What follows belongs to an exercise in optimizing a design on an open flow for small area and a short achievable clock period; a production flow would make more cautious choices.
Where RTL was checked, it was by simulation tests only, not by an equivalence proof against the original.
For run 1, only the layout was checked, not whether the RTL still works.
The clock port is modelled as an ideal driver; clocking choices that lean on that would not hold on a real chip.
Power is estimated from default activity; no workload was simulated.

## flow/design.v (module list and top-level ports; edited modules follow where they fit)
// module pe_mac: 1455 lines
// module pe_fa: 4 lines
// module pe_ha: 4 lines
module pe_mac #(
  parameter int WA       = 16,
  parameter int WB       = 16,
  parameter int ACCW     = 40,
  parameter int MULT_LAT = 1,
  parameter int ADD_LAT  = 0
) (
  input  logic                    clk,
  input  logic                    rst_n,
  input  logic                    in_valid,
  output logic                    in_ready,
  input  logic signed [WA-1:0]    a_in,
  input  logic signed [WB-1:0]    b_in,
  input  logic signed [ACCW-1:0]  psum_in,
  output logic                    out_valid,
  input  logic                    out_ready,
  output logic signed [WA-1:0]    a_out,
  output logic signed [WB-1:0]    b_out,
  output logic signed [ACCW-1:0]  psum_out
);
  // ...
==> flow/flow/run.sh <==
#!/bin/bash
# Own flow: the standard layout (standard.sh, unchanged synthesis) with
#  - the port buffers made of the smallest buffer cell (buf_1), and
#  - useful skew for the internal M registers (flow/skew.tcl, run as the
#    PRE_CTS_TCL hook: it wraps clock_tree_synthesis and delays the clock of
#    Ms/Mc, which have no path from an input or to an output).
set -euo pipefail
here=$(pwd)
export BUFFER_PORTS_ARGS="-buffer_cell sky130_fd_sc_hd__buf_1"
export PRE_CTS_TCL="$here/flow/skew.tcl"

export SKEW_CELLS="clkbuf_2 clkbuf_4"
export CTS_ARGS="-sink_clustering_enable -repair_clock_nets -buf_list sky130_fd_sc_hd__clkbuf_8 -dont_use_dummy_load"
bash standard.sh > standard.log 2>&1
==> flow/flow/skew.tcl <==
# Useful skew for the register-to-register paths A,B -> M -> S: the clock of
# the M registers (Ms, Mc), whose D and Q pins connect only to other
# registers through logic, is delayed by a chain of clock buffers after CTS,
# so the multiply stage borrows time from the accumulate stage.
rename clock_tree_synthesis my_cts_orig
proc clock_tree_synthesis {args} {
  my_cts_orig {*}$args
  # buffer cells of the delay chain, from the tree's leaf net to the registers
  set cells [expr {[info exists ::env(SKEW_CELLS)] ? $::env(SKEW_CELLS) : "clkbuf_2 clkbuf_4"}]
  set groups [dict create]
  foreach inst [get_cells -quiet {Ms[* Mc[*}] {
    set pin [get_pins -of_objects $inst -filter "name==CLK"]
    set net [get_nets -of_objects $pin]
    dict lappend groups [get_full_name $net] [list $pin [sta::sta_to_db_inst $inst]]
  }
  set block [ord::get_db_block]
  set k 0
  dict for {netname items} $groups {
    set xs 0; set ys 0; set pins {}
    foreach it $items {
      lappend pins [lindex $it 0]
      set bb [[lindex $it 1] getBBox]
      set xs [expr {$xs + (([$bb xMin] + [$bb xMax]) / 2)}]; set ys [expr {$ys + (([$bb yMin] + [$bb yMax]) / 2)}]
    }
    set n [llength $pins]
    set dbu [$block getDbUnitsPerMicron]
    set loc [list [expr {$xs / $n / double($dbu)}] [expr {$ys / $n / double($dbu)}]]
    set cur $netname
    # a stronger last buffer for a large group keeps the clock pin slew low
    set big [expr {[info exists ::env(SKEW_BIG)] ? $::env(SKEW_BIG) : 6}]
    set chain $cells
    if {$n > $big} { set chain [lreplace $chain end end clkbuf_8] }
    set s 0
    foreach cell $chain {
      insert_buffer -buffer_cell sky130_fd_sc_hd__$cell -net $cur -load_pins $pins -location $loc \
        -buffer_name skewbuf_${k}_$s -net_name skewnet_${k}_$s
      incr s
      set cur [get_full_name [get_nets -of_objects [lindex $pins 0]]]
    }
    puts "skew: $n M register clock pins of $netname behind $chain"
    incr k
  }
}
==> flow/standard.sh <==
#!/bin/bash
# synth_recipe.tcl (not shown) runs the flow's synth.tcl, then flattens the netlist and writes it again
# the make line also repeats each setting of config.mk as NAME=value (left out here)
make -C /OpenROAD-flow-scripts/flow DESIGN_CONFIG=/design/flow/config.mk WORK_HOME=/design/flow/orfs CLKGATE_MAP_FILE= SYNTH_SCRIPT=/design/flow/synth_recipe.tcl "${@:-finish}"
==> flow/config.mk <==
export PLATFORM = sky130hd
export DESIGN_NAME = pe_mac
export DESIGN_NICKNAME = pe_mac
export VERILOG_FILES = /design/flow/design.v
export SDC_FILE = /design/flow/constraint.sdc
export NUM_CORES = 4
export LEC_CHECK = 0
export ABC_AREA = 1
export CAP_MARGIN = 20
export CORE_MARGIN = 2
export CORE_UTILIZATION = 68
export CTS_BUF_LIST = sky130_fd_sc_hd__clkbuf_8
export SETUP_SLACK_MARGIN = 3.2
export SLEW_MARGIN = 20
export SYNTH_HIERARCHICAL = 1
export SYNTH_MINIMUM_KEEP_SIZE = 0
export TNS_END_PERCENT = 20
==> flow/constraint.sdc <==
create_clock -name core_clock -period 6.0 [get_ports {clk}]
set_input_delay 1.2000 -clock core_clock [delete_from_list [all_inputs] [get_ports {clk}]]
set_output_delay 1.2000 -clock core_clock [all_outputs]
set_load 0.01 [all_outputs]
==> results by group, run 1 <==
Global route
  • Largest net degree at the start of global routing: around 70
  • First-pass GRT wire length: 49400 um
  • Vias in the first global route: 9639
  • Total gr overflow: 0

Routing
  • Wire length on met3: between 2000 and 3000 um
  • Via Count: about 10000
  • Via/cell ratio: 5.77

Synthesis
  • Syn nets: between 1500 and 2000
  • Area contributors post-synth: dfxtp_1 30%, fa_1 20%, xnor2_1 8.8%
  • Syn Std Cell Area: between 0.01 and 0.015 mm2
  • Synth Area per Inst: around 9 um2
  • Leading area contributor after synthesis: dfxtp_1
  • Post-synthesis register bit count: 186

Floorplanning
  • Initial Util: just under 70%
  • Full die area: approximately 0.019 mm2

Timing
  • Smallest hold slack: between 0.2 and 0.3 ns
  • Final setup violation count: 0
  • Setup TNS: 0 ns

Final layout
  • Dominant kind of cell by area: multi-input combinational cells

Setup path
  • Top delay family on crit path: adder cells
  • Classification of the worst setup path: reg -> reg
  • CP arrival: roughly 3.2 ns
  • Crit path capture: S[32]

Pwr
  • Maximum ir drop on the vdd rail: 0.240 mV

Clocking
  • Cts repair resizes: 43

Hold path
  • Hold depth: 1

Run status
  • Status: timing/DRC/antenna clean
==> run 2, diff against run 1 <==
--- a/flow/design.v
+++ b/flow/design.v
@@ -22,53 +22,43 @@
   logic [15:0] A, B;
   logic [39:0] P;
   logic [39:0] S;
   logic [3:0]  V;
   logic [39:0] psum_off;
   assign in_ready = out_ready;
   assign acc      = in_valid & out_ready;
   assign psum_off = {psum_in[39:32], ~psum_in[31], psum_in[30:0]};
-  logic [7:0] BN, BO, BT, bn_in, bo_in, bt_in;
+  logic [7:0] BN, BO, bn_in, bo_in;
   assign bn_in[0] = b_in[1];
   assign bo_in[0] = b_in[0] ^ 1'b0;
-  assign bt_in[0] = (b_in[1] & ~b_in[0] & ~1'b0) | (~b_in[1] & b_in[0] & 1'b0);
   assign bn_in[1] = b_in[3];
   assign bo_in[1] = b_in[2] ^ b_in[1];
-  assign bt_in[1] = (b_in[3] & ~b_in[2] & ~b_in[1]) | (~b_in[3] & b_in[2] & b_in[1]);
   assign bn_in[2] = b_in[5];
   assign bo_in[2] = b_in[4] ^ b_in[3];
-  assign bt_in[2] = (b_in[5] & ~b_in[4] & ~b_in[3]) | (~b_in[5] & b_in[4] & b_in[3]);
   assign bn_in[3] = b_in[7];
   assign bo_in[3] = b_in[6] ^ b_in[5];
-  assign bt_in[3] = (b_in[7] & ~b_in[6] & ~b_in[5]) | (~b_in[7] & b_in[6] & b_in[5]);
   assign bn_in[4] = b_in[9];
   assign bo_in[4] = b_in[8] ^ b_in[7];
-  assign bt_in[4] = (b_in[9] & ~b_in[8] & ~b_in[7]) | (~b_in[9] & b_in[8] & b_in[7]);
   assign bn_in[5] = b_in[11];
   assign bo_in[5] = b_in[10] ^ b_in[9];
-  assign bt_in[5] = (b_in[11] & ~b_in[10] & ~b_in[9]) | (~b_in[11] & b_in[10] & b_in[9]);
   assign bn_in[6] = b_in[13];
   assign bo_in[6] = b_in[12] ^ b_in[11];
-  assign bt_in[6] = (b_in[13] & ~b_in[12] & ~b_in[11]) | (~b_in[13] & b_in[12] & b_in[11]);
   assign bn_in[7] = b_in[15];
   assign bo_in[7] = b_in[14] ^ b_in[13];
-  assign bt_in[7] = (b_in[15] & ~b_in[14] & ~b_in[13]) | (~b_in[15] & b_in[14] & b_in[13]);
   always_ff @(posedge clk) begin
     if (!rst_n) begin
       A  <= '0;
       BN <= '0;
       BO <= '0;
-      BT <= '0;
       P  <= 40'h0080000000;
     end else if (acc) begin
       A  <= a_in;
       BN <= bn_in;
       BO <= bo_in;
-      BT <= bt_in;
       P  <= psum_off;
     end
   end
   assign B[1] = BN[0];
   assign B[0] = BO[0];
   assign B[3] = BN[1];
   assign B[2] = BO[1] ^ BN[0];
   assign B[5] = BN[2];
@@ -601,17 +591,17 @@
   logic fc109;
   logic fs110;
   logic fc110;
   logic fs111;
   logic fc111;
   logic hs112;
   logic hc112;
   assign bo0 = BO[0];
-  assign bt0 = BT[0];
+  assign bt0 = ~BO[0] & (BN[0] ^ 1'b0);
   assign bn0 = BN[0] & (bo0 | bt0);
   assign ax0_0 = A[0] ^ BN[0];
   assign ax0_1 = A[1] ^ BN[0];
   assign ax0_2 = A[2] ^ BN[0];
   assign ax0_3 = A[3] ^ BN[0];
   assign ax0_4 = A[4] ^ BN[0];
   assign ax0_5 = A[5] ^ BN[0];
   assign ax0_6 = A[6] ^ BN[0];
@@ -638,17 +628,17 @@
   assign pp0_11 = (bo0 & ax0_11) | (bt0 & ax0_10);
   assign pp0_12 = (bo0 & ax0_12) | (bt0 & ax0_11);
   assign pp0_13 = (bo0 & ax0_13) | (bt0 & ax0_12);
   assign pp0_14 = (bo0 & ax0_14) | (bt0 & ax0_13);
   assign pp0_15 = (bo0 & ax0_15) | (bt0 & ax0_14);
   assign pp0_16 = (bo0 & ax0_15) | (bt0 & ax0_15);
   assign ns0 = ~pp0_16;
   assign bo1 = BO[1];
-  assign bt1 = BT[1];
+  assign bt1 = ~BO[1] & (BN[1] ^ BN[0]);
   assign bn1 = BN[1] & (bo1 | bt1);
   assign ax1_0 = A[0] ^ BN[1];
   assign ax1_1 = A[1] ^ BN[1];
   assign ax1_2 = A[2] ^ BN[1];
   assign ax1_3 = A[3] ^ BN[1];
   assign ax1_4 = A[4] ^ BN[1];
   assign ax1_5 = A[5] ^ BN[1];
   assign ax1_6 = A[6] ^ BN[1];
@@ -675,17 +665,17 @@
   assign pp1_11 = (bo1 & ax1_11) | (bt1 & ax1_10);
   assign pp1_12 = (bo1 & ax1_12) | (bt1 & ax1_11);
   assign pp1_13 = (bo1 & ax1_13) | (bt1 & ax1_12);
   assign pp1_14 = (bo1 & ax1_14) | (bt1 & ax1_13);
   assign pp1_15 = (bo1 & ax1_15) | (bt1 & ax1_14);
   assign pp1_16 = (bo1 & ax1_15) | (bt1 & ax1_15);
   assign ns1 = ~pp1_16;
   assign bo2 = BO[2];
-  assign bt2 = BT[2];
+  assign bt2 = ~BO[2] & (BN[2] ^ BN[1]);
   assign bn2 = BN[2] & (bo2 | bt2);
   assign ax2_0 = A[0] ^ BN[2];
   assign ax2_1 = A[1] ^ BN[2];
   assign ax2_2 = A[2] ^ BN[2];
   assign ax2_3 = A[3] ^ BN[2];
   assign ax2_4 = A[4] ^ BN[2];
   assign ax2_5 = A[5] ^ BN[2];
   assign ax2_6 = A[6] ^ BN[2];
@@ -712,17 +702,17 @@
   assign pp2_11 = (bo2 & ax2_11) | (bt2 & ax2_10);
   assign pp2_12 = (bo2 & ax2_12) | (bt2 & ax2_11);
   assign pp2_13 = (bo2 & ax2_13) | (bt2 & ax2_12);
   assign pp2_14 = (bo2 & ax2_14) | (bt2 & ax2_13);
   assign pp2_15 = (bo2 & ax2_15) | (bt2 & ax2_14);
   assign pp2_16 = (bo2 & ax2_15) | (bt2 & ax2_15);
   assign ns2 = ~pp2_16;
   assign bo3 = BO[3];
-  assign bt3 = BT[3];
+  assign bt3 = ~BO[3] & (BN[3] ^ BN[2]);
   assign bn3 = BN[3] & (bo3 | bt3);
   assign ax3_0 = A[0] ^ BN[3];
   assign ax3_1 = A[1] ^ BN[3];
   assign ax3_2 = A[2] ^ BN[3];
   assign ax3_3 = A[3] ^ BN[3];
   assign ax3_4 = A[4] ^ BN[3];
   assign ax3_5 = A[5] ^ BN[3];
   assign ax3_6 = A[6] ^ BN[3];
@@ -749,17 +739,17 @@
   assign pp3_11 = (bo3 & ax3_11) | (bt3 & ax3_10);
   assign pp3_12 = (bo3 & ax3_12) | (bt3 & ax3_11);
   assign pp3_13 = (bo3 & ax3_13) | (bt3 & ax3_12);
   assign pp3_14 = (bo3 & ax3_14) | (bt3 & ax3_13);
   assign pp3_15 = (bo3 & ax3_15) | (bt3 & ax3_14);
   assign pp3_16 = (bo3 & ax3_15) | (bt3 & ax3_15);
   assign ns3 = ~pp3_16;
   assign bo4 = BO[4];
-  assign bt4 = BT[4];
+  assign bt4 = ~BO[4] & (BN[4] ^ BN[3]);
   assign bn4 = BN[4] & (bo4 | bt4);
   assign ax4_0 = A[0] ^ BN[4];
   assign ax4_1 = A[1] ^ BN[4];
   assign ax4_2 = A[2] ^ BN[4];
   assign ax4_3 = A[3] ^ BN[4];
   assign ax4_4 = A[4] ^ BN[4];
   assign ax4_5 = A[5] ^ BN[4];
   assign ax4_6 = A[6] ^ BN[4];
@@ -786,17 +776,17 @@
   assign pp4_11 = (bo4 & ax4_11) | (bt4 & ax4_10);
   assign pp4_12 = (bo4 & ax4_12) | (bt4 & ax4_11);
   assign pp4_13 = (bo4 & ax4_13) | (bt4 & ax4_12);
   assign pp4_14 = (bo4 & ax4_14) | (bt4 & ax4_13);
   assign pp4_15 = (bo4 & ax4_15) | (bt4 & ax4_14);
   assign pp4_16 = (bo4 & ax4_15) | (bt4 & ax4_15);
   assign ns4 = ~pp4_16;
   assign bo5 = BO[5];
-  assign bt5 = BT[5];
+  assign bt5 = ~BO[5] & (BN[5] ^ BN[4]);
   assign bn5 = BN[5] & (bo5 | bt5);
   assign ax5_0 = A[0] ^ BN[5];
   assign ax5_1 = A[1] ^ BN[5];
   assign ax5_2 = A[2] ^ BN[5];
   assign ax5_3 = A[3] ^ BN[5];
   assign ax5_4 = A[4] ^ BN[5];
   assign ax5_5 = A[5] ^ BN[5];
   assign ax5_6 = A[6] ^ BN[5];
@@ -823,17 +813,17 @@
   assign pp5_11 = (bo5 & ax5_11) | (bt5 & ax5_10);
   assign pp5_12 = (bo5 & ax5_12) | (bt5 & ax5_11);
   assign pp5_13 = (bo5 & ax5_13) | (bt5 & ax5_12);
   assign pp5_14 = (bo5 & ax5_14) | (bt5 & ax5_13);
   assign pp5_15 = (bo5 & ax5_15) | (bt5 & ax5_14);
   assign pp5_16 = (bo5 & ax5_15) | (bt5 & ax5_15);
   assign ns5 = ~pp5_16;
   assign bo6 = BO[6];
-  assign bt6 = BT[6];
+  assign bt6 = ~BO[6] & (BN[6] ^ BN[5]);
   assign bn6 = BN[6] & (bo6 | bt6);
   assign ax6_0 = A[0] ^ BN[6];
   assign ax6_1 = A[1] ^ BN[6];
   assign ax6_2 = A[2] ^ BN[6];
   assign ax6_3 = A[3] ^ BN[6];
   assign ax6_4 = A[4] ^ BN[6];
   assign ax6_5 = A[5] ^ BN[6];
   assign ax6_6 = A[6] ^ BN[6];
@@ -860,17 +850,17 @@
   assign pp6_11 = (bo6 & ax6_11) | (bt6 & ax6_10);
   assign pp6_12 = (bo6 & ax6_12) | (bt6 & ax6_11);
   assign pp6_13 = (bo6 & ax6_13) | (bt6 & ax6_12);
   assign pp6_14 = (bo6 & ax6_14) | (bt6 & ax6_13);
   assign pp6_15 = (bo6 & ax6_15) | (bt6 & ax6_14);
   assign pp6_16 = (bo6 & ax6_15) | (bt6 & ax6_15);
   assign ns6 = ~pp6_16;
   assign bo7 = BO[7];
-  assign bt7 = BT[7];
+  assign bt7 = ~BO[7] & (BN[7] ^ BN[6]);
   assign bn7 = BN[7] & (bo7 | bt7);
   assign ax7_0 = A[0] ^ BN[7];
   assign ax7_1 = A[1] ^ BN[7];
   assign ax7_2 = A[2] ^ BN[7];
   assign ax7_3 = A[3] ^ BN[7];
   assign ax7_4 = A[4] ^ BN[7];
   assign ax7_5 = A[5] ^ BN[7];
   assign ax7_6 = A[6] ^ BN[7];
==> results by group, run 2 <==
Run status
  • Status: timing/DRC/antenna clean

Synthesis
  • Post-synthesis register bit count: 178 (-4.3%)
  • Commonest cells in the netlist: 178 x dfxtp_1, 170 x nor2_1, 134 x xnor2_1
  • Ys Warns: 7
  • Leading area contributor after synthesis: dfxtp_1
  • Synth top area share: approximately 30%
  • Async SR Flop Fraction: 0%
  • Number of synthesized flops with an enable pin: 0
  • Syn nets: 1560 (-3.6%)
  • Post-synthesis sequential area ratio: about 30%
  • Main synth FF type: dfxtp_1
  • Library cells used by synthesis: 42
  • Synth Instances: around 1300
  • Most common cell in the netlist: dfxtp_1
  • Syn Std Cell Area: 0.0119 mm2 (-3.6%)
  • Area contributors post-synth: dfxtp_1 30%, fa_1 21%, xnor2_1 9.9%
  • Synth Area per Inst: 9.11 um2 (+0.65%)

Routing
  • Post-route ant nets: 0
  • DRC errors left: 0
  • Drt total wl: just over 30000 um
  • Iter 0 DRT Violations: about 900
  • TritonRoute pass-1 iters: 7
  • Post-DR wirelength/cell: around 18 um
  • Via/cell ratio: 5.94 (+2.9%)
  • Via Count: 9996 (-0.16%)

Clocking
  • CTS Buf Count: 17
  • CTS tree: done
  • Clock-pin slew on the worst setup and hold paths: ~0.10 ns
  • Clock latency on the worst-skew pair: roughly 0.7 ns
  • Clock Sinks: between 150 and 200
  • Hold buffers post-CTS: 0

Global route
  • Largest net degree at the start of global routing: 76 (+7.0%)
  • GRT Total Usage: 33.0%
  • Total gr overflow: 0 (unchanged)
  • Vias in the first global route: 9425 (-2.2%)
  • Antenna violations before repair: 0
  • First-pass GRT wire length: 47000 um (-4.8%)

Setup path
  • CP Data Required Time: ~6.3 ns
  • CP Max Fanout: 5
  • Most common cell on crit path: nand2_4
  • Critical R2R Launch: Ms[5]
  • CP arrival: 3.14 ns (-0.07 ns)
  • Reg2Reg Depth: 13
  • Worst stage delay on the critical path: between 0.4 and 0.5 ns
  • R2r setup slk: between 3 and 4 ns
  • Crit start category: flop
  • Worst path cell trace: fa_1 > ha_4 > nand2_1 > nor2_2 > nand3_2 > nand2_4 > nand2_4 > nand2_8 > nand2_4 > nand2_8 > fa_2 > inv_2 > nor2_2
  • Slowest CP cell: fa_1
  • CP Buf/Inv Count: 1
  • Classification of the worst setup path: reg -> reg
  • Top delay family on crit path: adder cells
  • R2R Path End: S[32]
  • CP Capture Type: flop

Final layout
  • Design Area, Final: approximately 0.014 mm2
  • Fillers: 1126
  • # diodes: 0
  • Most common cell after layout, fill and taps aside: nor2_1
  • Storage cell area: ~0.0036 mm2
  • Layout cell share with drive strength beyond 1: between 10% and 20%
  • Most frequent cells in the layout: 166 x nor2_1, 149 x dfxtp_1, 148 x buf_1
  • Area Growth Syn to Fin: 17.5%
  • Nets: between 1500 and 2000
  • Top flop regs: P: 40 flops, S: 40 flops, Ms: 31 flops
  • Area of the multi-input gates: slightly above 0.008 mm2

Floorplanning
  • Die height: 136 um
  • Core ar.: ~0.017 mm2
  • I/O Pins: 150
  • Full die area: 0.0185 mm2 (-3.5%)
  • Num rows: 48
  • Initial Util: 69.0% (about the same)
  • Die W: roughly 140 um

Pwr
  • Pwr dens: between 300 and 400 mW/mm2
  • Pleak: between 5 and 6 nW
  • Maximum ir drop on the vdd rail: 0.343 mV (+43%)

Hold path
  • Hold_sp: BN[1]
  • WHS Endpoint: Ms[2]
  • Hold depth: 2 (+1)
  • Hold Crit Class: reg -> reg

Timing
  • RSZ-0062 raised after global routing: yes
  • Fmax: between 300 and 400 MHz
  • Final Hold Viols: 0
  • Setup TNS: 0 ns (unchanged)
  • Final setup violation count: 0 (unchanged)
  • Tcrit/Tclk final: a little under half
  • Count of pins over their slew limit: 0
  • Slew @ Worst Pin: roughly 0.9 ns
  • Final min period: 2.80 ns
  • Final Skew: around 0.27 ns
  • Max-slew headroom: approximately two fifths

Placed design
  • HPWL Detailed: between 20000 and 25000 um
  • Placed inst area: around 0.013 mm2
  • IO buf count: 149
  • GP Congestion: about 1

Run
  • Max Cap Viol: 0
## run 2: worst register-to-register path: stages (launching register included)
cell and delay (ns):
dfxtp_1 0.36, fa_1 0.46, ha_4 0.32, nand2_1 0.10, nor2_2 0.13, nand3_2 0.11, nand2_4 0.13, nand2_4 0.08
nand2_8 0.08, nand2_4 0.07, nand2_8 0.08, fa_2 0.44, inv_2 0.07, nor2_2 0.03
## run 2: where the power goes
part           switching, mW  internal [mW]
clock network          0.431          0.404
logic                   1.54           1.15
registers              0.170           1.44
total                   2.14           3.00
## run 2: modules after synthesis, one instance, submodules excluded
module / flip-flops and latches / cells / copies in the design
pe_mac: 178 / 1194 / 1
pe_fa: 0 / 1 / 89
pe_ha: 0 / 1 / 18
## run 2: how the worst max path moves through the flow
stage               slack, ns     end  start  depth (start not counted)
floorplan                3.03  Ms[19]  BN[7]                         10
global placement         2.53  Ms[16]  BN[5]                          8
detailed placement       2.42  Ms[16]  BN[5]                          8
CTS                      3.18   S[32]  Ms[6]                         13
global route             3.12   S[32]  Mc[5]                         13
finish                   3.20   S[32]  Ms[5]                         13
## run 2: layout make-up, without the clock buffers
cell class / instances / area share, %
timing repair buffer: 194 / 6.78
tap: 225 / 2.02
sequential: 178 / 26.1
multi-input combinational: 959 / 59.5
inverter: 89 / 2.73
## run 2: timing repair
action,in CTS,in global routing
pin swaps,13,30
cloned,0,3
resized for setup,60,78
buffers inserted,30,9
setup endpoints to repair,31,35
## run 2: metal layers
layer,vias up,global-route usage (%),share of wire [%]
met5,-,0,0
met4,0,11.3,3.2
met3,105,8.20,10
met2,533,52.1,46
met1,4734,44.6,41
li1,4624,-,-
## run 2: cell families (layout without fill, tap and decap cells)
family,Yosys count,count (layout),synth area share [%]
flops,178,178,30.1
fa+ha+maj,183,183,27.2
compound gates,299,300,14.6
xor+xnor,148,148,10.9
buf+inv,166,320,5.66
simple gates,327,328,11.6
## run 2: stage by stage
step / instances / setup WS, ns / total power [mW] / util (%) / hold WS [ns]
3_5_place_dp: 1603 / 2.42 / 3.87 / 73.3 / 0.403
4_1_cts: 1670 / 3.18 / 4.88 / 78.5 / 0.348
3_3_place_gp: 1603 / 2.53 / 3.78 / 73.3 / 0.395
5_1_grt: 1682 / 3.12 / 5.53 / 81.1 / 0.379
2_1_floorplan: 1301 / 3.03 / 3.35 / - / 0.390
6_report: 1682 / 3.20 / 5.14 / 81.1 / 0.381
==> run 3, diff against run 2 <==
--- a/flow/flow/run.sh
+++ b/flow/flow/run.sh
@@ -9,6 +9,6 @@
 export BUFFER_PORTS_ARGS="-buffer_cell sky130_fd_sc_hd__buf_1"
 export PRE_CTS_TCL="$here/flow/skew.tcl"
 
-export SKEW_CELLS="clkbuf_2 clkbuf_4"
+export SKEW_CELLS="clkdlybuf4s25_1 clkbuf_4"
 export CTS_ARGS="-sink_clustering_enable -repair_clock_nets -buf_list sky130_fd_sc_hd__clkbuf_8 -dont_use_dummy_load"
 bash standard.sh > standard.log 2>&1
==> results by group, run 3 <==
Setup path
  • CP arrival: 3.36 ns (+0.22 ns)
  • CP Max Fanout: 3 (-2)
  • Classification of the worst setup path: reg -> reg
  • Crit path capture: S[32]
  • R2r setup slk: 3.05 ns (-0.14 ns)
  • Crit path launch: Mc[10]
  • Critical R2R Launch: Mc[10]
  • R2R Path End: S[32]
  • Reg2Reg Depth: 13 (unchanged)
  • CP Data Required Time: 6.41 ns (+0.07 ns)
  • Crit start category: flop
  • CP Capture Type: flop

Global route
  • Largest net degree at the start of global routing: 76 (unchanged)
  • Total gr overflow: 0 (unchanged)
  • GRT Total Usage: 33.1% (+0.12 points)
  • Vias in the first global route: 9310 (-1.2%)
  • Antenna violations before repair: 0 (unchanged)
  • First-pass GRT wire length: 47000 um (about the same)

Routing
  • Drt total wl: 29800 um (-2.9%)
  • Post-DR wirelength/cell: 17.9 um (-2.1%)
  • Iter 0 DRT Violations: 714 (-20%)
  • Via Count: 9751 (-2.5%)
  • DRC errors left: 0 (unchanged)
  • Post-route ant nets: 0 (unchanged)
  • Via/cell ratio: 5.85 (-1.6%)
  • TritonRoute pass-1 iters: 8 (+1)

Timing
  • Final min period: 2.95 ns (+0.144 ns)
  • Final Hold Viols: 0 (unchanged)
  • Slew @ Worst Pin: 0.921 ns (+0.0275 ns)
  • Setup TNS: 0 ns (unchanged)
  • Smallest hold slack: 0.286 ns (-0.0951 ns)
  • RSZ-0062 raised after global routing: yes
  • Final Skew: 0.446 ns (+0.178 ns)
  • Final setup violation count: 0 (unchanged)
  • Fmax: 339 MHz (-4.9%)
  • Max-slew headroom: 38.5% (-1.8 points)
  • Tcrit/Tclk final: 49.1% (+2.4 points)
  • Count of pins over their slew limit: 0 (unchanged)
  • Worst Slack Setup Final: 3.05 ns (-0.144 ns)

Pwr
  • Sw frac: 41.5% (-0.18 points)
  • Pwr dens: 387 mW/mm2 (+4.8%)
  • Logic gate share of total power: 52.5% (about the same)
  • Pleak: 5.58 nW (-2.3%)
  • Sw power: 2.20 mW (+2.4%)
  • Part of the power in registers: 30.7% (-0.6 points)
  • Clk network pwr share: 16.8% (+0.6 points)
  • Maximum ir drop on the vdd rail: 0.296 mV (-14%)
  • Power Internal: 3.09 mW (+3.1%)
  • Power Total: 5.29 mW (+2.8%)

Synthesis
  • Ys Warns: 7 (unchanged)
  • Synth top area share: 30.1% (unchanged)
  • Synth Area per Inst: 9.11 um2 (unchanged)
  • Async SR Flop Fraction: 0% (unchanged)
  • Syn Std Cell Area: 0.0119 mm2 (unchanged)
  • Synth Instances: 1301 (unchanged)
  • Post-synthesis sequential area ratio: 30.1% (unchanged)
  • Main synth FF type: dfxtp_1
  • Most common cell in the netlist: dfxtp_1
  • Leading area contributor after synthesis: dfxtp_1
  • Syn nets: 1560 (unchanged)
  • Number of synthesized flops with an enable pin: 0 (unchanged)
  • Post-synthesis register bit count: 178 (unchanged)
  • Commonest cells in the netlist: 178 x dfxtp_1, 170 x nor2_1, 134 x xnor2_1
  • Library cells used by synthesis: 42 (unchanged)
  • Area contributors post-synth: dfxtp_1 30%, fa_1 21%, xnor2_1 9.9%

Placed design
  • Placed Instances: 1603 (unchanged)
  • HPWL Detailed: 20900 um (unchanged)
  • GP Congestion: 0.995 (unchanged)
  • Place WS: 2.42 ns (unchanged)
  • IO buf count: 149 (unchanged)
  • Placed inst area: 0.0126 mm2 (unchanged)

Floorplanning
  • Full die area: 0.0185 mm2 (unchanged)
  • Die W: 136 um (unchanged)
  • Die height: 136 um (unchanged)
  • I/O Pins: 150 (unchanged)
  • Num rows: 48 (unchanged)
  • Core ar.: 0.0172 mm2 (unchanged)
  • Initial Util: 69.0% (unchanged)

Final layout
  • Fillers: 1189 (+5.6%)
  • Most frequent cells in the layout: 166 x nor2_1, 160 x dfxtp_1, 148 x buf_1
  • Design Area, Final: 0.0137 mm2 (-1.9%)
  • Area Growth Syn to Fin: 15.3%
  • Layout cell share with drive strength beyond 1: 13.9% (-3.1 points)
  • Top flop regs: P: 40 flops, S: 40 flops, Ms: 31 flops
  • Non-Filler Instances: 1668 (-0.83%)
  • # diodes: 0 (unchanged)
  • Nets: 1704 (-0.81%)
  • Most common cell after layout, fill and taps aside: nor2_1
  • Post-layout util: 79.6% (-1.5 points)

Clocking
  • Clock Sinks: 178 (unchanged)
  • Hold buffers post-CTS: 0 (unchanged)
  • CTS tree: done
  • CTS Buf Count: 17 (unchanged)
  • Clock latency on the worst-skew pair: 0.88 ns (+0.18 ns)
  • Clock-pin slew on the worst setup and hold paths: 0.10 ns (about the same)

Run status
  • Status: timing/DRC/antenna clean

Hold path
  • Hold Crit Class: reg -> reg

Run
  • Max Cap Viol: 0 (unchanged)
## run 3: cell counts after synthesis
No cell type changed its count.
## run 3: power by group through the flow
stage | registers, mW | clock network [mW] | logic, mW
after global placement | 1.65 | 0 | 2.14
after CTS | 1.62 | 0.897 | 2.45
after floorplan | 1.61 | 0 | 1.73
after detailed placement | 1.65 | 0 | 2.21
final | 1.62 | 0.889 | 2.77
after global routing | 1.65 | 0.950 | 3.10
## run 3: worst min-delay path by stage
stage           from     to  slack, ns  cells past startpoint
2_1_floorplan   V[0]   V[1]       0.39                      2
3_3_place_gp    V[1]   V[2]       0.39                      2
3_5_place_dp    V[1]   V[2]       0.40                      2
4_1_cts        BN[1]  Ms[2]       0.28                      2
5_1_grt        BN[0]  Ms[0]       0.28                      1
6_report       BN[1]  Ms[2]       0.29                      2
## run 3: logic make-up (layout without fill, tap and decap cells)
logic type               count (synthesis)  in the layout  share of synthesized area [%]
buffers and inverters                  166            308                           5.66
adder cells (fa/ha/maj)                183            183                           27.2
flip-flops                             178            178                           30.1
AO/OA/AOI/OAI                          299            299                           14.6
AND/OR/NAND/NOR                        327            327                           11.6
XOR/XNOR                               148            148                           10.9
## run 3: critical path: stages, from the launching register on
cell,delay (ns)
dfxtp_1,0.35
fa_1,0.43
ha_1,0.32
nand2_1,0.11
inv_2,0.07
nand2_2,0.08
nand2_4,0.07
a21oi_4,0.19
nand2_8,0.08
nand2_4,0.09
nand2_8,0.05
fa_2,0.54
inv_2,0.04
nor2_2,0.06
## run 3: area by class of cell, without the clock buffers
| cell class | count | area [um2] | area share (%) |
|---|---|---|---|
| multi-input combinational | 957 | 8150 | 59.6 |
| sequential | 178 | 3600 | 26.4 |
| timing repair buffer | 182 | 828 | 6.06 |
| inverter | 89 | 368 | 2.69 |
| tap | 225 | 282 | 2.06 |
## run 3: routing by layer
layer	track usage [%]	wire length [um]	up-vias
li1	-	-	4580
met1	45.1	12500	4594
met2	51.6	13400	492
met3	6.94	2830	85
met4	13.8	976	0
met5	0	0	-
## run 3: Yosys stat by module (local to each module, per instance)
module	cell area, um2	flip-flops and latches	times used
pe_fa	20.0	0	89
pe_ha	12.5	0	18
pe_mac	9850	178	1
## run 3: what timing repair did
item / in CTS / in global routing
endpoints found under the hold margin: 0 / 0
setup buffers: 17 / 11
resized for setup: 45 / 48
pin swaps: 18 / 28
endpoints found under the setup margin: 28 / 48
==> run 4, diff against run 3 <==
--- a/flow/flow/run.sh
+++ b/flow/flow/run.sh
@@ -9,6 +9,6 @@
 export BUFFER_PORTS_ARGS="-buffer_cell sky130_fd_sc_hd__buf_1"
 export PRE_CTS_TCL="$here/flow/skew.tcl"
 
-export SKEW_CELLS="clkdlybuf4s25_1 clkbuf_4"
+export SKEW_CELLS="clkbuf_2 clkbuf_4"
 export CTS_ARGS="-sink_clustering_enable -repair_clock_nets -buf_list sky130_fd_sc_hd__clkbuf_8 -dont_use_dummy_load"
 bash standard.sh > standard.log 2>&1
--- a/flow/config.mk
+++ b/flow/config.mk
@@ -10,8 +10,8 @@
 export CORE_MARGIN = 2
 export CORE_UTILIZATION = 68
 export CTS_BUF_LIST = sky130_fd_sc_hd__clkbuf_8
-export SETUP_SLACK_MARGIN = 3.2
+export SETUP_SLACK_MARGIN = 3.25
 export SLEW_MARGIN = 20
 export SYNTH_HIERARCHICAL = 1
 export SYNTH_MINIMUM_KEEP_SIZE = 0
-export TNS_END_PERCENT = 20
+export TNS_END_PERCENT = 10
==> results by group, run 4 <==
Run status
  • Status: timing/DRC/antenna clean

Setup path
  • CP arrival: 3.23 ns (-0.13 ns)
  • R2r setup slk: 3.16 ns (+0.11 ns)
  • CP Data Required Time: 6.39 ns (-0.02 ns)
  • R2R Path End: S[32]
  • Crit start category: flop
  • CP Max Fanout: 6 (+3)
  • Classification of the worst setup path: reg -> reg
  • Reg2Reg Depth: 13 (unchanged)
  • CP Capture Type: flop
  • Critical R2R Launch: Ms[5]

Pwr
  • Maximum ir drop on the vdd rail: 0.240 mV (-19%)
  • Pwr dens: 377 mW/mm2 (-2.7%)
  • Pleak: 5.66 nW (+1.5%)

Timing
  • Final Skew: 0.286 ns (-0.160 ns)
  • Final Hold Viols: 0 (unchanged)
  • RSZ-0062 raised after global routing: yes
  • Fmax: 352 MHz (+3.7%)
  • Smallest hold slack: 0.377 ns (+0.0911 ns)
  • Setup TNS: 0 ns (unchanged)
  • Count of pins over their slew limit: 0 (unchanged)
  • Slew @ Worst Pin: 0.662 ns (-0.259 ns)
  • Final setup violation count: 0 (unchanged)
  • Max-slew headroom: 55.4% (+17 points)
  • Final min period: 2.84 ns (-0.106 ns)
  • Tcrit/Tclk final: 47.3% (-1.8 points)

Floorplanning
  • Die W: 136 um (unchanged)
  • Core ar.: 0.0172 mm2 (unchanged)
  • Die height: 136 um (unchanged)
  • Num rows: 48 (unchanged)
  • Initial Util: 69.0% (unchanged)
  • I/O Pins: 150 (unchanged)
  • Full die area: 0.0185 mm2 (unchanged)

Synthesis
  • Syn nets: 1560 (unchanged)
  • Post-synthesis sequential area ratio: 30.1% (unchanged)
  • Number of synthesized flops with an enable pin: 0 (unchanged)
  • Synth Area per Inst: 9.11 um2 (unchanged)
  • Most common cell in the netlist: dfxtp_1
  • Main synth FF type: dfxtp_1
  • Synth top area share: 30.1% (unchanged)
  • Async SR Flop Fraction: 0% (unchanged)
  • Syn Std Cell Area: 0.0119 mm2 (unchanged)
  • Area contributors post-synth: dfxtp_1 30%, fa_1 21%, xnor2_1 9.9%
  • Library cells used by synthesis: 42 (unchanged)
  • Ys Warns: 7 (unchanged)
  • Leading area contributor after synthesis: dfxtp_1
  • Synth Instances: 1301 (unchanged)
  • Post-synthesis register bit count: 178 (unchanged)
  • Commonest cells in the netlist: 178 x dfxtp_1, 170 x nor2_1, 134 x xnor2_1

Hold path
  • Hold depth: 2 (unchanged)
  • Hold Crit Class: reg -> reg
  • Hold_sp: BN[1]
  • WHS Endpoint: Ms[2]

Routing
  • Drt total wl: 30600 um (+2.8%)
  • DRC errors left: 0 (unchanged)
  • TritonRoute pass-1 iters: 7 (-1)
  • Via/cell ratio: 5.84 (about the same)
  • Post-DR wirelength/cell: 18.2 um (+1.7%)
  • Via Count: 9854 (+1.1%)
  • Post-route ant nets: 0 (unchanged)
  • Iter 0 DRT Violations: 713 (-0.14%)

Final layout
  • # diodes: 0 (unchanged)
  • Nets: 1722 (+1.1%)
  • Layout cell share with drive strength beyond 1: 15.4% (+1.5 points)
  • Most frequent cells in the layout: 168 x nor2_1, 154 x dfxtp_1, 148 x buf_1
  • Area Growth Syn to Fin: 16.6%
  • Top flop regs: P: 40 flops, S: 40 flops, Ms: 31 flops
  • Fillers: 1139 (-4.2%)
  • Most common cell after layout, fill and taps aside: nor2_1

Clocking
  • Clock-pin slew on the worst setup and hold paths: 0.10 ns (about the same)
  • Clock latency on the worst-skew pair: 0.72 ns (-0.16 ns)
  • CTS tree: done
  • CTS Buf Count: 17 (unchanged)
  • Clock Sinks: 178 (unchanged)

Global route
  • Largest net degree at the start of global routing: 78 (+2.6%)
  • Total gr overflow: 0 (unchanged)
  • First-pass GRT wire length: 46500 um (-1.1%)
  • Antenna violations before repair: 0 (unchanged)
  • GRT Total Usage: 32.8% (-0.33 points)
  • Vias in the first global route: 9317 (+0.075%)

Placed design
  • GP Congestion: 1.02 (+2.5%)
  • HPWL Detailed: 20800 um (-0.63%)
  • IO buf count: 149 (unchanged)

Run
  • Max Cap Viol: 0 (unchanged)
[run 4: power breakdown]
| group | internal (mW) | total [mW] | leakage (nW) | switching, mW |
|---|---|---|---|---|
| Clock | 0.404 | 0.843 | 0.223 | 0.439 |
| Sequential | 1.44 | 1.62 | 1.48 | 0.177 |
| Combinational | 1.20 | 2.74 | 3.96 | 1.54 |
| Total | 3.05 | 5.20 | 5.66 | 2.15 |
[run 4: through the flow]
| stage | power, mW | instances | instance area (um2) | worst slack, ns | util, % |
|---|---|---|---|---|---|
| after floorplan | 3.33 | 1301 | 12100 | 3.03 | - |
| after global placement | 3.77 | 1604 | 12500 | 2.19 | 73.0 |
| after detailed placement | 3.85 | 1604 | 12500 | 2.09 | 73.0 |
| after CTS | 4.74 | 1670 | 13300 | 3.13 | 77.7 |
| after global routing | 5.62 | 1686 | 13800 | 3.07 | 80.5 |
| final | 5.20 | 1686 | 13800 | 3.16 | 80.5 |
[run 4: area by class of cell, without the clock buffers]
cell class | count | area (um2) | area share, %
repair buffers | 198 | 986 | 7.13
repair inverters | 1 | 7.51 | 0.0543
multi-input cells | 958 | 8150 | 59.0
flip-flops and latches | 178 | 3620 | 26.2
inverters | 89 | 384 | 2.78
well taps | 225 | 282 | 2.04
[run 4: metal layers]
metal	wire, um	global-route usage, %	share of wire, %	up-vias
li1	-	-	-	4632
met1	12700	45.0	41	4630
met2	13900	49.9	45	500
met3	2920	7.72	9.5	92
met4	1120	14.4	3.6	0
met5	0	0	0	-
[run 4: critical path, stage by stage, from the launching register on]
cell and delay (ns):
dfxtp_1 0.31, fa_1 0.50, ha_4 0.31, nand2_1 0.10
nor2_1 0.23, nand3_4 0.11, nand2_4 0.12, nand2_4 0.08
nand2_8 0.09, nand2_4 0.07, nand2_8 0.08, fa_2 0.42
inv_1 0.06, nor2_1 0.04
[run 4: per-module statistics from Yosys, one instance, submodules excluded]
module  cells inside  flip-flops and latches  area [um2]  times used
pe_ha              1                       0        12.5          18
pe_mac          1194                     178        9850           1
pe_fa              1                       0        20.0          89
[run 4: worst max-delay path by stage]
stage | from | endpoint | depth (start not counted)
finish | Ms[5] | S[32] | 13
detailed placement | rst_n | S[26] | 8
CTS | Ms[3] | S[32] | 12
floorplan | BN[3] | Ms[17] | 9
global route | Ms[5] | S[32] | 13
global placement | rst_n | S[26] | 8
[run 4: kinds of logic after synthesis]
kind of cell	synth area share, %
AO/OA/AOI/OAI	14.6
AND/OR/NAND/NOR	11.6
adder cells (fa/ha/maj)	27.2
XOR/XNOR	10.9
buffers and inverters	5.66
flip-flops	30.1
[run 4: timing repair]
| item | in CTS | in global routing |
|---|---|---|
| pin swaps | 5 | 23 |
| hold buffers | 0 | 0 |
| gates cloned | 1 | 1 |
| buffers inserted | 28 | 15 |
| gates resized for setup | 58 | 63 |
| setup endpoints to repair | 63 | 68 |
==> run 5, diff against run 4 <==
--- a/flow/config.mk
+++ b/flow/config.mk
@@ -10,7 +10,7 @@
 export CORE_MARGIN = 2
 export CORE_UTILIZATION = 68
 export CTS_BUF_LIST = sky130_fd_sc_hd__clkbuf_8
-export SETUP_SLACK_MARGIN = 3.25
+export SETUP_SLACK_MARGIN = 3.05
 export SLEW_MARGIN = 20
 export SYNTH_HIERARCHICAL = 1
 export SYNTH_MINIMUM_KEEP_SIZE = 0
==> results by group, run 5 <==
Run status
  • Status: timing/DRC/antenna clean

Setup path
  • R2R Path End: Ms[15]
  • Most common cell on crit path: fa_1
  • CP arrival: 3.47 ns (+0.24 ns)
  • Worst stage delay on the critical path: 0.52 ns (+0.02 ns)
  • Crit path launch: BN[0]
  • R2r setup slk: 3.05 ns (-0.11 ns)
  • CP Max Fanout: 12 (+6)
  • Crit path capture: Ms[15]
  • Crit start category: flop
  • Slowest CP cell: fa_1
  • Classification of the worst setup path: reg -> reg
  • CP Capture Type: flop
  • Critical R2R Launch: BN[0]
  • Worst path cell trace: inv_1 > a21oi_2 > o21ai_4 > o22ai_1 > fa_1 > fa_1 > fa_1 > fa_1
  • CP Data Required Time: 6.53 ns (+0.14 ns)
  • Reg2Reg Depth: 8 (-5)

Pwr
  • Part of the power in registers: 34.0% (+2.9 points)
  • Sw frac: 41.7% (+0.27 points)
  • Power Internal: 2.78 mW (-8.9%)
  • Pwr dens: 357 mW/mm2 (-5.1%)
  • Clk network pwr share: 17.5% (+1.3 points)
  • Sw power: 1.98 mW (-7.9%)
  • Pleak: 5.57 nW (-1.7%)
  • Maximum ir drop on the vdd rail: 0.207 mV (-14%)
  • Logic gate share of total power: 48.4% (-4.3 points)

Timing
  • Final min period: 2.95 ns (+0.106 ns)
  • Fmax: 339 MHz (-3.6%)
  • Setup TNS: 0 ns (unchanged)
  • Count of pins over their slew limit: 0 (unchanged)
  • Tcrit/Tclk final: 49.1% (+1.8 points)
  • Final Hold Viols: 0 (unchanged)
  • Max-slew headroom: 51.5% (-3.9 points)
  • Final Skew: 0.264 ns (-0.0224 ns)
  • Final setup violation count: 0 (unchanged)
  • RSZ-0062 raised after global routing: yes
  • Slew @ Worst Pin: 0.728 ns (+0.0653 ns)

Placed design
  • GP Congestion: 0.986 (-3.4%)
  • IO buf count: 149 (unchanged)
  • Placed inst area: 0.0125 mm2 (about the same)
  • HPWL Detailed: 21400 um (+3.1%)

Final layout
  • Top flop regs: P: 40 flops, S: 40 flops, Ms: 31 flops
  • Most common cell after layout, fill and taps aside: nor2_1
  • Post-layout util: 77.5% (-2.9 points)
  • # diodes: 0 (unchanged)
  • Nets: 1705 (-0.99%)
  • Design Area, Final: 0.0133 mm2 (-3.6%)
  • Layout cell share with drive strength beyond 1: 11.2% (-4.2 points)
  • Area Growth Syn to Fin: 12.3%
  • Most frequent cells in the layout: 170 x nor2_1, 155 x dfxtp_1, 148 x buf_1

Synthesis
  • Most common cell in the netlist: dfxtp_1
  • Synth Area per Inst: 9.11 um2 (unchanged)
  • Syn Std Cell Area: 0.0119 mm2 (unchanged)
  • Commonest cells in the netlist: 178 x dfxtp_1, 170 x nor2_1, 134 x xnor2_1
  • Library cells used by synthesis: 42 (unchanged)
  • Main synth FF type: dfxtp_1
  • Synth top area share: 30.1% (unchanged)
  • Post-synthesis register bit count: 178 (unchanged)
  • Synth Instances: 1301 (unchanged)
  • Ys Warns: 7 (unchanged)
  • Syn nets: 1560 (unchanged)
  • Post-synthesis sequential area ratio: 30.1% (unchanged)
  • Area contributors post-synth: dfxtp_1 30%, fa_1 21%, xnor2_1 9.9%
  • Async SR Flop Fraction: 0% (unchanged)
  • Number of synthesized flops with an enable pin: 0 (unchanged)
  • Leading area contributor after synthesis: dfxtp_1

Global route
  • Gr busiest metal: met2
  • First-pass GRT wire length: 47000 um (+1.2%)
  • Largest net degree at the start of global routing: 78 (unchanged)
  • Vias in the first global route: 9094 (-2.4%)
  • GRT Total Usage: 33.1% (+0.32 points)
  • M2 GR Usage: 51.3% (+1.4 points)
  • Met3 global-route usage: 7.79% (+0.075 points)
  • GRT met1 Usage: 46.3% (+1.3 points)
  • Antenna violations before repair: 0 (unchanged)
  • Total gr overflow: 0 (unchanged)

Routing
  • Drt total wl: 30000 um (-2.2%)
  • Via Count: 9676 (-1.8%)
  • Post-route ant nets: 0 (unchanged)
  • Iter 0 DRT Violations: 761 (+6.7%)
  • Post-DR wirelength/cell: 18.0 um (-1.2%)
  • DRC errors left: 0 (unchanged)
  • Via/cell ratio: 5.80 (-0.81%)
  • TritonRoute pass-1 iters: 5 (-2)

Floorplanning
  • I/O Pins: 150 (unchanged)
  • Core ar.: 0.0172 mm2 (unchanged)
  • Die height: 136 um (unchanged)
  • Num rows: 48 (unchanged)
  • Full die area: 0.0185 mm2 (unchanged)
  • Initial Util: 69.0% (unchanged)
  • Die W: 136 um (unchanged)

Hold path
  • Hold Crit Class: reg -> reg

Run
  • Max Cap Viol: 0 (unchanged)

Clocking
  • Clock latency on the worst-skew pair: 0.69 ns (-0.03 ns)
  • Clock Sinks: 178 (unchanged)
  • CTS Buf Count: 17 (unchanged)
  • Hold buffers post-CTS: 0 (unchanged)
  • CTS tree: done
  • Clock-pin slew on the worst setup and hold paths: 0.07 ns (-0.03 ns)
[run 5: worst max-delay path, delay by kind of cell, from the launching register on]
| kind | cells | cell delay (ns) |
|---|---|---|
| flip-flops | 1 | 0.45 |
| AO/OA/AOI/OAI | 3 | 0.61 |
| buffers and inverters | 1 | 0.13 |
| adder cells (fa/ha/maj) | 4 | 1.85 |
[run 5: cell type report, without the clock buffers]
type	instances	area, um2
Tap cell	225	282
Multi-Input combinational cell	958	7820
Fill cell	1216	3860
Inverter	89	378
Timing Repair Buffer	181	831
Sequential cell	178	3610
Timing Repair inverter	1	7.51
[run 5: logic make-up (layout without fill, tap and decap cells)]
| group | after synthesis | after routing | synth area share (%) |
|---|---|---|---|
| compound gates | 299 | 299 | 14.6 |
| xor+xnor | 148 | 148 | 10.9 |
| fa+ha+maj | 183 | 183 | 27.2 |
| buf+inv | 166 | 308 | 5.66 |
| flops | 178 | 178 | 30.1 |
| simple gates | 327 | 328 | 11.6 |
[run 5: worst min path at each step]
| stage | startpoint | end | slack [ns] | cells after the start |
|---|---|---|---|---|
| after floorplan | V[0] | V[1] | 0.39 | 2 |
| after global placement | V[0] | V[1] | 0.39 | 2 |
| after detailed placement | V[0] | V[1] | 0.40 | 2 |
| after CTS | BN[0] | Ms[0] | 0.26 | 0 |
| after global routing | BN[0] | Ms[0] | 0.26 | 0 |
| final | BN[0] | Ms[0] | 0.26 | 0 |
[run 5: Yosys stat by module, one instance, submodules excluded]
module / times used / flip-flops and latches
pe_ha: 18 / 0
pe_mac: 1 / 178
pe_fa: 89 / 0
[run 5: repair_timing]
item                                    CTS  global route
endpoints found under the setup margin   64            27
pin swaps                                 4             3
gates cloned                              1             1
gates resized for setup                  38            21
setup buffers                            14            13
[run 5: metrics by stage]
stage	setup WS (ns)	power [mW]	hold slack, ns	cells
6_report	3.05	4.76	0.259	1669
3_5_place_dp	1.94	3.87	0.398	1603
2_1_floorplan	3.03	3.33	0.390	1301
5_1_grt	2.93	5.17	0.265	1669
3_3_place_gp	2.13	3.79	0.393	1603
4_1_cts	3.03	4.74	0.258	1655
[run 5: power by group through the flow]
stage | combinational [mW] | clock, mW | sequential, mW
2_1_floorplan | 1.72 | 0 | 1.61
3_3_place_gp | 2.14 | 0 | 1.65
3_5_place_dp | 2.21 | 0 | 1.66
4_1_cts | 2.26 | 0.853 | 1.62
5_1_grt | 2.63 | 0.898 | 1.65
6_report | 2.31 | 0.835 | 1.62
[run 5: routing by layer]
metal | vias to the layer above | part of all wire (%)
met1 | 4539 | 44
met2 | 463 | 45
met4 | 0 | 2.8
met5 | - | 0
li1 | 4590 | -
met3 | 84 | 8.8
==> run 6, diff against run 5 <==
--- a/flow/config.mk
+++ b/flow/config.mk
@@ -10,7 +10,7 @@
 export CORE_MARGIN = 2
 export CORE_UTILIZATION = 68
 export CTS_BUF_LIST = sky130_fd_sc_hd__clkbuf_8
-export SETUP_SLACK_MARGIN = 3.05
+export SETUP_SLACK_MARGIN = 3.15
 export SLEW_MARGIN = 20
 export SYNTH_HIERARCHICAL = 1
 export SYNTH_MINIMUM_KEEP_SIZE = 0
==> results by group, run 6 <==
Run status
  • Status: timing/DRC/antenna clean

Timing
  • Count of pins over their slew limit: 0 (unchanged)
  • Slew @ Worst Pin: 0.617 ns (-0.110 ns)
  • Fmax: 347 MHz (+2.3%)
  • Final setup violation count: 0 (unchanged)
  • Setup TNS: 0 ns (unchanged)
  • Final Hold Viols: 0 (unchanged)
  • Max-slew headroom: 58.8% (+7.3 points)
  • Tcrit/Tclk final: 48.0% (-1.1 points)
  • Smallest hold slack: 0.393 ns (+0.134 ns)
  • Final min period: 2.88 ns (-0.0676 ns)
  • Final Skew: 0.278 ns (+0.0142 ns)
  • RSZ-0062 raised after global routing: yes

Synthesis
  • Number of synthesized flops with an enable pin: 0 (unchanged)
  • Library cells used by synthesis: 42 (unchanged)
  • Post-synthesis sequential area ratio: 30.1% (unchanged)
  • Synth top area share: 30.1% (unchanged)
  • Area contributors post-synth: dfxtp_1 30%, fa_1 21%, xnor2_1 9.9%
  • Syn nets: 1560 (unchanged)
  • Syn Std Cell Area: 0.0119 mm2 (unchanged)
  • Leading area contributor after synthesis: dfxtp_1
  • Main synth FF type: dfxtp_1
  • Synth Area per Inst: 9.11 um2 (unchanged)
  • Ys Warns: 7 (unchanged)
  • Commonest cells in the netlist: 178 x dfxtp_1, 170 x nor2_1, 134 x xnor2_1
  • Most common cell in the netlist: dfxtp_1
  • Async SR Flop Fraction: 0% (unchanged)
  • Post-synthesis register bit count: 178 (unchanged)
  • Synth Instances: 1301 (unchanged)

Floorplanning
  • Num rows: 48 (unchanged)
  • Die W: 136 um (unchanged)
  • Core ar.: 0.0172 mm2 (unchanged)
  • Initial Util: 69.0% (unchanged)
  • I/O Pins: 150 (unchanged)
  • Die height: 136 um (unchanged)
  • Full die area: 0.0185 mm2 (unchanged)

Setup path
  • CP arrival: 3.44 ns (-0.03 ns)
  • R2R Path End: Ms[18]
  • Crit path capture: Ms[18]
  • CP Data Required Time: 6.56 ns (+0.03 ns)
  • CP Capture Type: flop
  • Reg2Reg Depth: 7 (-1)
  • Classification of the worst setup path: reg -> reg
  • CP Max Fanout: 10 (-2)
  • Worst stage delay on the critical path: 0.54 ns (+0.02 ns)
  • Crit path launch: BN[0]
  • Crit start category: flop
  • Most common cell on crit path: fa_1
  • Worst path cell trace: buf_4 > o21ai_0 > inv_1 > fa_1 > fa_1 > fa_1 > fa_1
  • Critical R2R Launch: BN[0]
  • Slowest CP cell: fa_1
  • R2r setup slk: 3.12 ns (+0.07 ns)

Final layout
  • Layout cell share with drive strength beyond 1: 12.7% (+1.5 points)
  • Most common cell after layout, fill and taps aside: nor2_1
  • Non-Filler Instances: 1673 (+0.24%)
  • Most frequent cells in the layout: 169 x nor2_1, 156 x dfxtp_1, 148 x buf_1
  • Nets: 1709 (+0.23%)
  • Top flop regs: P: 40 flops, S: 40 flops, Ms: 31 flops
  • Area Growth Syn to Fin: 13.8%
  • # diodes: 0 (unchanged)
  • Post-layout util: 78.6% (+1.0 points)

Hold path
  • Hold Crit Class: reg -> reg

Global route
  • Antenna violations before repair: 0 (unchanged)
  • GRT Total Usage: 32.4% (-0.72 points)
  • Largest net degree at the start of global routing: 78 (unchanged)
  • Vias in the first global route: 9207 (+1.2%)
  • First-pass GRT wire length: 46000 um (-2.3%)
  • Total gr overflow: 0 (unchanged)

Clocking
  • CTS tree: done
  • Clock latency on the worst-skew pair: 0.71 ns (+0.02 ns)
  • Clock-pin slew on the worst setup and hold paths: 0.07 ns (about the same)
  • Clock Sinks: 178 (unchanged)
  • Hold buffers post-CTS: 0 (unchanged)
  • CTS Buf Count: 17 (unchanged)

Routing
  • Post-route ant nets: 0 (unchanged)
  • Iter 0 DRT Violations: 720 (-5.4%)
  • DRC errors left: 0 (unchanged)
  • Via Count: 9656 (-0.21%)
  • TritonRoute pass-1 iters: 6 (+1)
  • Via/cell ratio: 5.77 (-0.45%)
  • Post-DR wirelength/cell: 17.6 um (-1.7%)
  • Drt total wl: 29500 um (-1.5%)

Pwr
  • Power Internal: 2.92 mW (+5.1%)
  • Logic gate share of total power: 50.7% (+2.3 points)
  • Maximum ir drop on the vdd rail: 0.237 mV (+14%)
  • Sw power: 2.06 mW (+3.7%)
  • Clk network pwr share: 16.8% (-0.7 points)
  • Part of the power in registers: 32.5% (-1.5 points)
  • Pleak: 5.59 nW (+0.39%)
  • Power Total: 4.98 mW (+4.5%)
  • Sw frac: 41.3% (-0.32 points)
  • Pwr dens: 369 mW/mm2 (+3.2%)

Placed design
  • Placed Instances: 1604 (+0.062%)
  • GP Congestion: 1.02 (+3.5%)
  • IO buf count: 149 (unchanged)
  • HPWL Detailed: 20800 um (-3.0%)

Run
  • Max Cap Viol: 0 (unchanged)
## run 6: cell counts after synthesis
No cell type changed its count.
## run 6: how the worst min path moves through the flow
stage / start / to / slack, ns / cells past startpoint
finish: BN[1] / Ms[2] / 0.39 / 2
global route: BN[1] / Ms[2] / 0.39 / 2
global placement: V[2] / V[3] / 0.40 / 2
floorplan: V[0] / V[1] / 0.39 / 2
detailed placement: V[2] / V[3] / 0.40 / 2
CTS: V[2] / V[3] / 0.43 / 2
## run 6: final cells by class, without the clock buffers
class                           count  area, um2
Timing Repair inverter              1       7.51
Tap cell                          225        282
Timing Repair Buffer              186        877
Inverter                           89        370
Multi-Input combinational cell    957       7960
Fill cell                        1219       3680
Sequential cell                   178       3610
## run 6: logic make-up after synthesis
family	count (synthesis)	synth area share (%)
AOI/OAI and AO/OA	299	14.6
xor gates and xnor gates	148	10.9
adders and majority gates	183	27.2
buffers and inverters	166	5.66
DFF	178	30.1
and+or+nand+nor	327	11.6
## run 6: stage by stage
step	instance area [um2]	worst slack, ns
finish	13500	3.12
global route	13500	3.02
global placement	12500	2.19
detailed placement	12500	2.09
CTS	13100	3.10
floorplan	12100	3.03
## run 6: critical path, delay by kind of cell, from the launching register on
kind / cells / cell delay (ns)
adder cells (fa/ha/maj): 4 / 1.90
AO/OA/AOI/OAI: 1 / 0.37
buffers and inverters: 2 / 0.36
flip-flops: 1 / 0.34
## run 6: Yosys stat by module, one instance, submodules excluded
module / cells inside / flops+latches / times used / area, um2
pe_fa: 1 / 0 / 89 / 20.0
pe_ha: 1 / 0 / 18 / 12.5
pe_mac: 1194 / 178 / 1 / 9850
## run 6: power groups by stage
stage | Clock, mW | Combinational (mW) | Sequential (mW)
2_1_floorplan | 0 | 1.72 | 1.61
3_3_place_gp | 0 | 2.13 | 1.65
4_1_cts | 0.851 | 2.25 | 1.62
3_5_place_dp | 0 | 2.20 | 1.66
5_1_grt | 0.916 | 2.84 | 1.64
6_report | 0.837 | 2.52 | 1.62
## run 6: what timing repair did
item / in CTS / in global routing
gates resized for setup: 40 / 36
buffers inserted: 14 / 17
cloned: 1 / 0
setup endpoints to repair: 50 / 47
pin swaps: 4 / 12
## run 6: metal layers
layer / vias to the layer above / track usage (%) / part of all wire, %
li1: 4598 / - / -
met1: 4540 / 45.2 / 43
met2: 446 / 49.4 / 45
met3: 72 / 7.42 / 9.2
met4: 0 / 12.3 / 2.7
met5: - / 0 / 0
==> run 7, diff against run 6 <==
--- a/flow/config.mk
+++ b/flow/config.mk
@@ -10,6 +10,8 @@
 export CORE_MARGIN = 2
 export CORE_UTILIZATION = 68
 export CTS_BUF_LIST = sky130_fd_sc_hd__clkbuf_8
+export GPL_ROUTABILITY_DRIVEN = 0
+export PLACE_DENSITY = 0.8
 export SETUP_SLACK_MARGIN = 3.15
 export SLEW_MARGIN = 20
 export SYNTH_HIERARCHICAL = 1
==> results by group, run 7 <==
Timing
  • Final Hold Viols: 0 (unchanged)
  • Final min period: 3.04 ns (+0.164 ns)
  • RSZ-0062 raised after global routing: yes
  • Smallest hold slack: 0.417 ns (+0.0238 ns)
  • Max-slew headroom: 40.6% (-18 points)
  • Slew @ Worst Pin: 0.890 ns (+0.273 ns)
  • Fmax: 329 MHz (-5.4%)
  • Count of pins over their slew limit: 0 (unchanged)
  • Final setup violation count: 0 (unchanged)
  • Final Skew: 0.262 ns (-0.0161 ns)
  • Setup TNS: 0 ns (unchanged)
  • Tcrit/Tclk final: 50.7% (+2.7 points)

Synthesis
  • Synth Area per Inst: 9.11 um2 (unchanged)
  • Async SR Flop Fraction: 0% (unchanged)
  • Post-synthesis register bit count: 178 (unchanged)
  • Area contributors post-synth: dfxtp_1 30%, fa_1 21%, xnor2_1 9.9%
  • Most common cell in the netlist: dfxtp_1
  • Number of synthesized flops with an enable pin: 0 (unchanged)
  • Main synth FF type: dfxtp_1
  • Library cells used by synthesis: 42 (unchanged)
  • Post-synthesis sequential area ratio: 30.1% (unchanged)
  • Synth Instances: 1301 (unchanged)
  • Commonest cells in the netlist: 178 x dfxtp_1, 170 x nor2_1, 134 x xnor2_1
  • Leading area contributor after synthesis: dfxtp_1
  • Ys Warns: 7 (unchanged)
  • Syn nets: 1560 (unchanged)
  • Synth top area share: 30.1% (unchanged)
  • Syn Std Cell Area: 0.0119 mm2 (unchanged)

Final layout
  • Storage cell area: 0.00361 mm2 (+0.10%)
  • Area of the multi-input gates: 0.00809 mm2 (+1.6%)
  • Area Growth Syn to Fin: 17.3%
  • Most frequent cells in the layout: 170 x nor2_1, 155 x dfxtp_1, 148 x buf_1
  • Design Area, Final: 0.0139 mm2 (+3.0%)
  • Top flop regs: P: 40 flops, S: 40 flops, Ms: 31 flops
  • Non-Filler Instances: 1701 (+1.7%)
  • Layout cell share with drive strength beyond 1: 15.7% (+2.9 points)
  • # diodes: 0 (unchanged)
  • Nets: 1737 (+1.6%)
  • Most common cell after layout, fill and taps aside: nor2_1
  • Fillers: 1042 (-15%)

Pwr
  • Maximum ir drop on the vdd rail: 0.188 mV (-21%)
  • Sw frac: 42.4% (+1.1 points)
  • Power Total: 5.02 mW (+0.84%)
  • Pwr dens: 361 mW/mm2 (-2.1%)
  • Power Internal: 2.89 mW (-0.99%)
  • Sw power: 2.13 mW (+3.4%)
  • Part of the power in registers: 32.3% (-0.2 points)
  • Clk network pwr share: 17.0% (+0.2 points)
  • Logic gate share of total power: 50.7% (about the same)
  • Pleak: 5.78 nW (+3.3%)

Routing
  • Drt total wl: 35000 um (+19%)
  • TritonRoute pass-1 iters: 8 (+2)
  • Iter 0 DRT Violations: 1613 (+120%)
  • Via/cell ratio: 6.31 (+9.3%)
  • Post-route ant nets: 0 (unchanged)
  • Post-DR wirelength/cell: 20.6 um (+17%)
  • DRC errors left: 0 (unchanged)
  • Via Count: 10726 (+11%)

Placed design
  • Placed Instances: 1604 (unchanged)
  • HPWL Detailed: 20800 um (+0.15%)
  • IO buf count: 149 (unchanged)
  • Placed inst area: 0.0125 mm2 (unchanged)

Hold path
  • Hold Crit Class: reg -> reg

Global route
  • Largest net degree at the start of global routing: 78 (unchanged)
  • Gr busiest metal: met2
  • Total gr overflow: 0 (unchanged)
  • First-pass GRT wire length: 49400 um (+7.5%)
  • GRT Total Usage: 34.6% (+2.2 points)
  • Met3 global-route usage: 8.50% (+1.1 points)
  • M2 GR Usage: 52.6% (+3.2 points)
  • GRT met1 Usage: 47.4% (+2.3 points)
  • Vias in the first global route: 9875 (+7.3%)
  • Antenna violations before repair: 1 (+1)

Setup path
  • Most common cell on crit path: fa_1
  • CP Max Fanout: 11 (+1)
  • Worst path cell trace: xnor2_1 > o22ai_1 > fa_1 > fa_2 > fa_1 > fa_1
  • Classification of the worst setup path: reg -> reg
  • Crit start category: flop
  • Slowest CP cell: dfxtp_2
  • CP arrival: 3.58 ns (+0.14 ns)
  • CP Buf/Inv Count: 0 (-2)
  • CP Data Required Time: 6.53 ns (-0.03 ns)
  • CP Capture Type: flop
  • Top delay family on crit path: adder cells
  • Worst stage delay on the critical path: 0.66 ns (+0.12 ns)

Clocking
  • Clock-pin slew on the worst setup and hold paths: 0.09 ns (+0.02 ns)
  • Clock Sinks: 178 (unchanged)
  • Clock latency on the worst-skew pair: 0.69 ns (-0.02 ns)
  • CTS tree: done
  • CTS Buf Count: 17 (unchanged)

Run status
  • Status: timing/DRC/antenna clean

Floorplanning
  • Initial Util: 69.0% (unchanged)
  • Core ar.: 0.0172 mm2 (unchanged)
  • I/O Pins: 150 (unchanged)
  • Num rows: 48 (unchanged)
  • Full die area: 0.0185 mm2 (unchanged)
  • Die W: 136 um (unchanged)
  • Die height: 136 um (unchanged)

Run
  • Max Cap Viol: 0 (unchanged)
run 7: what timing repair did:
item,CTS,global route
resized for setup,59,50
pin swaps,10,14
cloned,3,2
setup buffers,25,28
hold buffers,0,0
endpoints found under the setup margin,39,46
run 7: per-module statistics from Yosys (local to each module, per instance):
module / cells inside / copies in the design / area (um2)
pe_mac: 1194 / 1 / 9850
pe_fa: 1 / 89 / 20.0
pe_ha: 1 / 18 / 12.5
run 7: final cells by class, without the clock buffers:
class	count	area share, %
Inverter	89	2.74
Multi-Input combinational cell	960	58.2
Sequential cell	178	26.0
Tap cell	225	2.03
Timing Repair Buffer	210	8.19
run 7: tightest hold or removal path, stage by stage, from the launching register on:
cell,delay [ns]
dfxtp_1,0.31
nand2_1,0.04
inv_1,0.04
run 7: power groups by stage:
stage | Combinational (mW) | Sequential, mW | Clock (mW)
2_1_floorplan | 1.72 | 1.61 | 0
3_3_place_gp | 2.11 | 1.65 | 0
3_5_place_dp | 2.21 | 1.65 | 0
4_1_cts | 2.33 | 1.62 | 0.853
5_1_grt | 2.84 | 1.65 | 0.912
6_report | 2.54 | 1.62 | 0.854
run 7: kinds of logic (layout without fill, tap and decap cells):
group | Yosys count | after routing | synth area share [%]
fa+ha+maj | 183 | 183 | 27.2
flops | 178 | 178 | 30.1
xor+xnor | 148 | 148 | 10.9
simple gates | 327 | 328 | 11.6
buf+inv | 166 | 338 | 5.66
compound gates | 299 | 301 | 14.6
run 7: worst paths after layout:
path                 end  from  cells after the start  slack, ns
setup / recovery  Ms[20]  A[7]                      6       2.96
hold / removal      V[1]  V[0]                      2       0.42
setup reg to reg  Ms[20]  A[7]                      6       2.96
hold reg to reg     V[1]  V[0]                      2       0.42
run 7: per-stage QoR:
step	util [%]	setup slack, ns
final	80.9	2.96
after global routing	80.9	2.91
after CTS	78.1	3.10
after detailed placement	73.0	1.99
after global placement	73.0	2.15
after floorplan	-	3.03
run 7: layer usage:
metal	wire length (um)	vias up	share of wire [%]
li1	-	4669	-
met1	13200	4946	38
met2	15300	860	44
met3	4560	251	13
met4	1960	0	5.6
met5	0	-	0

static timing again, ports no longer ideal:
No port has a modelled driver above. Below, the same layouts with a new extraction and two added sets of constraints. Step 1, drivers: a clkbuf_16 drives clk and a buf_2 each remaining input, both assumed. Step 2, shift: input delay + t, output delay - t, t = (earliest + latest rising clock arrival at the registers) / 2. This alone moves slack from input paths to output paths. Three values: ideal ports, drivers, drivers and shift; two values: the first two.
run	t (ns)	setup WS [ns]	clock arrival spread, ns	pins driven straight from the clock port
run 1	0.604	3.180 / 3.180 / 2.867	0.289 / 0.289	1
run 2	0.595	3.198 / 3.198 / 2.690	0.279 / 0.279	1
run 3	0.690	3.054 / 3.054 / 2.667	0.454 / 0.455	1
run 4	0.615	3.159 / 3.159 / 2.830	0.292 / 0.292	1
run 5	0.595	3.054 / 3.054 / 2.611	0.278 / 0.278	1
run 6	0.613	3.122 / 3.121 / 2.675	0.284 / 0.283	1
run 7	0.596	2.958 / 2.958 / 2.717	0.282 / 0.282	1
In run 3 the clock reaches the registers at very different times; t lies between them, and the last value is a rough guide only. For run 2, which loses most, drivers alone change the setup slack by 0.000 ns; drivers and shift together by -0.508 ns.
